Background: an optimization exercise with open tools, aiming at small area. Do not read the settings as production practice.
Only simulation tests tie the RTL to the original design; equivalence was not proved.
Power is estimated from default activity; no workload was simulated.

Design uart_top, start of the top module:
module uart_top (
    input wire         clk_i,
    input wire         reset_i,
    input wire         rx_data_i,
    output wire        tx_data_o,
    input wire         psel_i,
    input wire         penable_i,
    input wire         pwrite_i,
    input wire  [4:0]  paddr_i,
    input wire  [31:0] pwdata_i,
    output reg  [31:0] prdata_o,
    output wire        pready_o,
    output wire        pslverr_o
);
Size in the first run: about 940 cells after synthesis, roughly 380 flip-flops.
export LEC_CHECK = 0
export ABC_AREA = 1
export CAP_MARGIN = 20
export CORE_MARGIN = 2
export CORE_UTILIZATION = 75
export SLEW_MARGIN = 20
create_clock -name core_clock -period 5.0 [get_ports {clk_i}]
standard.sh (not shown) runs the stock make flow with config.mk's settings and CLKGATE_MAP_FILE= SYNTH_SCRIPT=/design/flow/synth_recipe.tcl, a recipe that flattens the netlist after the stock synthesis.
==> flow/flow/run.sh <==
#!/bin/bash
# The standard layout (standard.sh), with our own choices for:
#  - ABC's area script: synthesis is the standard flow's, with the same registers;
#    only the mapping of the logic between them differs
#  - the cell that buffers each port (buf_1)
#  - clock tree synthesis options (no dummy loads, clkbuf_16 clusters)
# Each tool's full output goes to the ORFS logs under orfs/logs/, and
# make's output to flow_make.log.
set -euo pipefail
rm -rf scripts_local
cp -r "$FLOW_HOME/scripts" scripts_local
cp flow/abc_area.script scripts_local/abc_area.script
export SCRIPTS_DIR="$PWD/scripts_local"
export BUFFER_PORTS_ARGS="-buffer_cell sky130_fd_sc_hd__buf_1"
export CTS_ARGS="-sink_clustering_enable -repair_clock_nets -dont_use_dummy_load -buf_list sky130_fd_sc_hd__clkbuf_16 -sink_clustering_size 30 -sink_clustering_max_diameter 100"
bash standard.sh > flow_make.log 2>&1
==> flow/flow/abc_area.script <==
strash
dc2
dch -f
amap
topo
stime -c
The starting point finished with timing, DRC and antenna clean.
Edit:
--- a/flow/flow/run.sh
+++ b/flow/flow/run.sh
@@ -14,3 +14,3 @@
 export BUFFER_PORTS_ARGS="-buffer_cell sky130_fd_sc_hd__buf_1"
-export CTS_ARGS="-sink_clustering_enable -repair_clock_nets -dont_use_dummy_load -buf_list sky130_fd_sc_hd__clkbuf_16 -sink_clustering_size 30 -sink_clustering_max_diameter 100"
+export CTS_ARGS='-sink_clustering_enable -repair_clock_nets -dont_use_dummy_load -buf_list sky130_fd_sc_hd__clkbuf_16 -sink_clustering_size 30 -sink_clustering_max_diameter 100 -sink_clustering_buffer sky130_fd_sc_hd__clkbuf_16 -root_buf sky130_fd_sc_hd__clkbuf_8'
 bash standard.sh > flow_make.log 2>&1
CORE_UTILIZATION = 60   (was 75)
After rerunning:
- The new run went through all stages and came out clean
- worst setup slack gains 0.11 ns
- global-route usage falls by 5.9 points
- total power went down by 0.94%
- clock power falls by about 4%
- synthesized cell count stays the same
- die area increases by 24%
- clock skew decreases by 0.0049 ns

---

## build 19
uart_top, a different RTL version from the one above (not shown whole).
For scale: roughly 370 flip-flops, ~78 I/O pins, about 0.012 mm^2 of cells after synthesis.
// uart_top
module uart_top (
    input wire         clk_i,
    input wire         reset_i,
    input wire         rx_data_i,
    output wire        tx_data_o,
    input wire         psel_i,
    input wire         penable_i,
    input wire         pwrite_i,
    input wire  [4:0]  paddr_i,
    input wire  [31:0] pwdata_i,
    output reg  [31:0] prdata_o,
    output wire        pready_o,
    output wire        pslverr_o
);
export LEC_CHECK = 0
export ABC_AREA = 1
export CAP_MARGIN = 20
export CORE_MARGIN = 2
export CORE_UTILIZATION = 60
export SETUP_SLACK_MARGIN = 0.15
export SLEW_MARGIN = 20
create_clock -name core_clock -period 5.0 [get_ports {clk_i}]
==> flow/flow/run.sh <==
#!/bin/bash
# The standard layout (standard.sh), with our own choices for:
#  - ABC's area script (area mapping, then ABC's own timing repair):
#    synthesis is the standard flow's, with the same registers;
#    only the mapping of the logic between them differs
#  - the cell that buffers each port (buf_1)
#  - clock tree synthesis options (no dummy loads, clkbuf_16 clusters,
#    clkbuf_8 root)
# Each tool's full output goes to the ORFS logs under orfs/logs/, and
# make's output to flow_make.log.
set -euo pipefail
rm -rf scripts_local
cp -r "$FLOW_HOME/scripts" scripts_local
cp flow/abc_area.script scripts_local/abc_area.script
export SCRIPTS_DIR="$PWD/scripts_local"
export BUFFER_PORTS_ARGS="-buffer_cell sky130_fd_sc_hd__buf_1"
export CTS_ARGS='-sink_clustering_enable -repair_clock_nets -dont_use_dummy_load -buf_list sky130_fd_sc_hd__clkbuf_16 -sink_clustering_size 30 -sink_clustering_max_diameter 100 -sink_clustering_buffer sky130_fd_sc_hd__clkbuf_16 -root_buf sky130_fd_sc_hd__clkbuf_8'
bash standard.sh > flow_make.log 2>&1
Scripts as last shown in full above: flow/flow/abc_area.script
diff inputs: build 19 => build 18
Settings: SETUP_SLACK_MARGIN no longer set, was 0.15.
-- flow/flow/abc_area.script --
<<< build 19, line 7
>>> build 18, line 7
buffer -c
upsize -c
dnsize -c
## What came out
- Going from build 19 to build 18, die area grew by a few percent.
- Compared build 18 vs build 19, and area overhead of the layout relative to synthesis is down in build 18.
- Between build 18 and build 19, the difference in total power is negligible.
Relative to build 18, the following input files were edited for build 64:
Settings: CORE_UTILIZATION now 72, was 60.
[summary]
Between build 64 and build 18, detailed-route via count is higher for build 64, build 18 comes in under that.
The fraction of cell area in non-clock buffers of build 64 and that of build 18 are within noise of each other.
Die size: build 64 is under build 18
From build 18 to build 64 the numbers moved as follows: final total power level, overall fraction of global-route tracks in use moved up.
Between build 64 and build 18, the cell leakage power does not differ in any meaningful way.
Delta (build 64 minus build 18): sum of routed wire segments on met1 saw a decrease; worst setup slack saw an increase; clock distribution area overhead in the final layout saw little to no change; final cell count without fillers saw a decrease.

---

uart_top with an RTL version that a note above also has.
Size in the first run: ~940 cells after synthesis, about 13000 µm² of cells after synthesis.
clock: 5.0 ns
lec_check: 0
abc_area: 1
cap_margin: 20
core_margin: 2
core_utilization: 60
slew_margin: 20
==> flow/flow/run.sh <==
#!/bin/bash
# The standard layout (standard.sh), with our own choices for:
#  - ABC's area script: synthesis is the standard flow's, with the same registers;
#    only the mapping of the logic between them differs
#  - the cell that buffers each port (buf_1)
#  - clock tree synthesis options (no dummy loads, clkbuf_16 clusters)
# Each tool's full output goes to the ORFS logs under orfs/logs/, and
# make's output to flow_make.log.
set -euo pipefail
rm -rf scripts_local
cp -r "$FLOW_HOME/scripts" scripts_local
cp flow/abc_area.script scripts_local/abc_area.script
export SCRIPTS_DIR="$PWD/scripts_local"
export BUFFER_PORTS_ARGS="-buffer_cell sky130_fd_sc_hd__buf_1"
export CTS_ARGS="-sink_clustering_enable -repair_clock_nets -dont_use_dummy_load -buf_list sky130_fd_sc_hd__clkbuf_16 -sink_clustering_size 30 -sink_clustering_max_diameter 100"
bash standard.sh > flow_make.log 2>&1
==> flow/flow/abc_area.script <==
strash
dc2
dch -f
amap
topo
stime -c
The first run finished clean.
Rerun with:
==> flow/flow/run.sh (replaced) <==
#!/bin/bash
# The standard layout (standard.sh), with our own choices for:
#  - ABC's area script: synthesis is the standard flow's, with the same registers;
#    only the mapping of the logic between them differs
#  - the cell that buffers each port (buf_1)
#  - clock tree synthesis options (no dummy loads, clkbuf_16 clusters,
#    clkbuf_8 root)
# Each tool's full output goes to the ORFS logs under orfs/logs/, and
# make's output to flow_make.log.
set -euo pipefail
rm -rf scripts_local
cp -r "$FLOW_HOME/scripts" scripts_local
cp flow/abc_area.script scripts_local/abc_area.script
export SCRIPTS_DIR="$PWD/scripts_local"
export BUFFER_PORTS_ARGS="-buffer_cell sky130_fd_sc_hd__buf_1"
export CTS_ARGS='-sink_clustering_enable -repair_clock_nets -dont_use_dummy_load -buf_list sky130_fd_sc_hd__clkbuf_16 -sink_clustering_size 30 -sink_clustering_max_diameter 100 -sink_clustering_buffer sky130_fd_sc_hd__clkbuf_16 -root_buf sky130_fd_sc_hd__clkbuf_8'
bash standard.sh > flow_make.log 2>&1
Sequential share of layout area rose by 0.17 points.
Final cell count stays the same.
Routed wire length came out higher by about 0.36%.

## what the ideal ports hide
No port has a modelled driver above. Below, the same layouts with a new extraction and two added sets of constraints. Step 1 assumes that a clkbuf_16 drives the clock port and a buf_2 every other input. Step 2 times the ports against the registers' clock, not the clock port: input delays grow and output delays shrink by t, the midpoint of the rising clock arrivals with the driver on. Three values: ideal, step 1, step 2; two values: the first two.
run | t, ns | slack for setup (ns) | worst hold slack (ns) | worst data-port slew with drivers (ns)
the first run of note 1 | 0.530 | 0.388 / 0.345 / 0.182 | 0.345 / 0.345 / 0.345 | 0.04
the second run of note 1 | 0.593 | 0.502 / 0.457 / 0.334 | 0.346 / 0.346 / 0.346 | 0.04
build 19 | 0.586 | 0.468 / 0.424 / 1.010 | 0.297 / 0.297 / 0.297 | 0.05
build 18 | 0.570 | 0.393 / 0.351 / 0.921 | 0.324 / 0.324 / 0.324 | 0.06
build 64 | 0.579 | 0.466 / 0.422 / 0.964 | 0.283 / 0.283 / 0.283 | 0.04
the first run of note 3 | 0.539 | 0.535 / 0.488 / 0.371 | 0.347 / 0.347 / 0.347 | 0.04
the second run of note 3 | 0.593 | 0.502 / 0.457 / 0.334 | 0.346 / 0.346 / 0.346 | 0.04
After both steps every run listed still meets setup and hold. The setup slack of the first run of note 1, which loses most, moves by -0.043 ns with the drivers and by -0.206 ns with both steps.
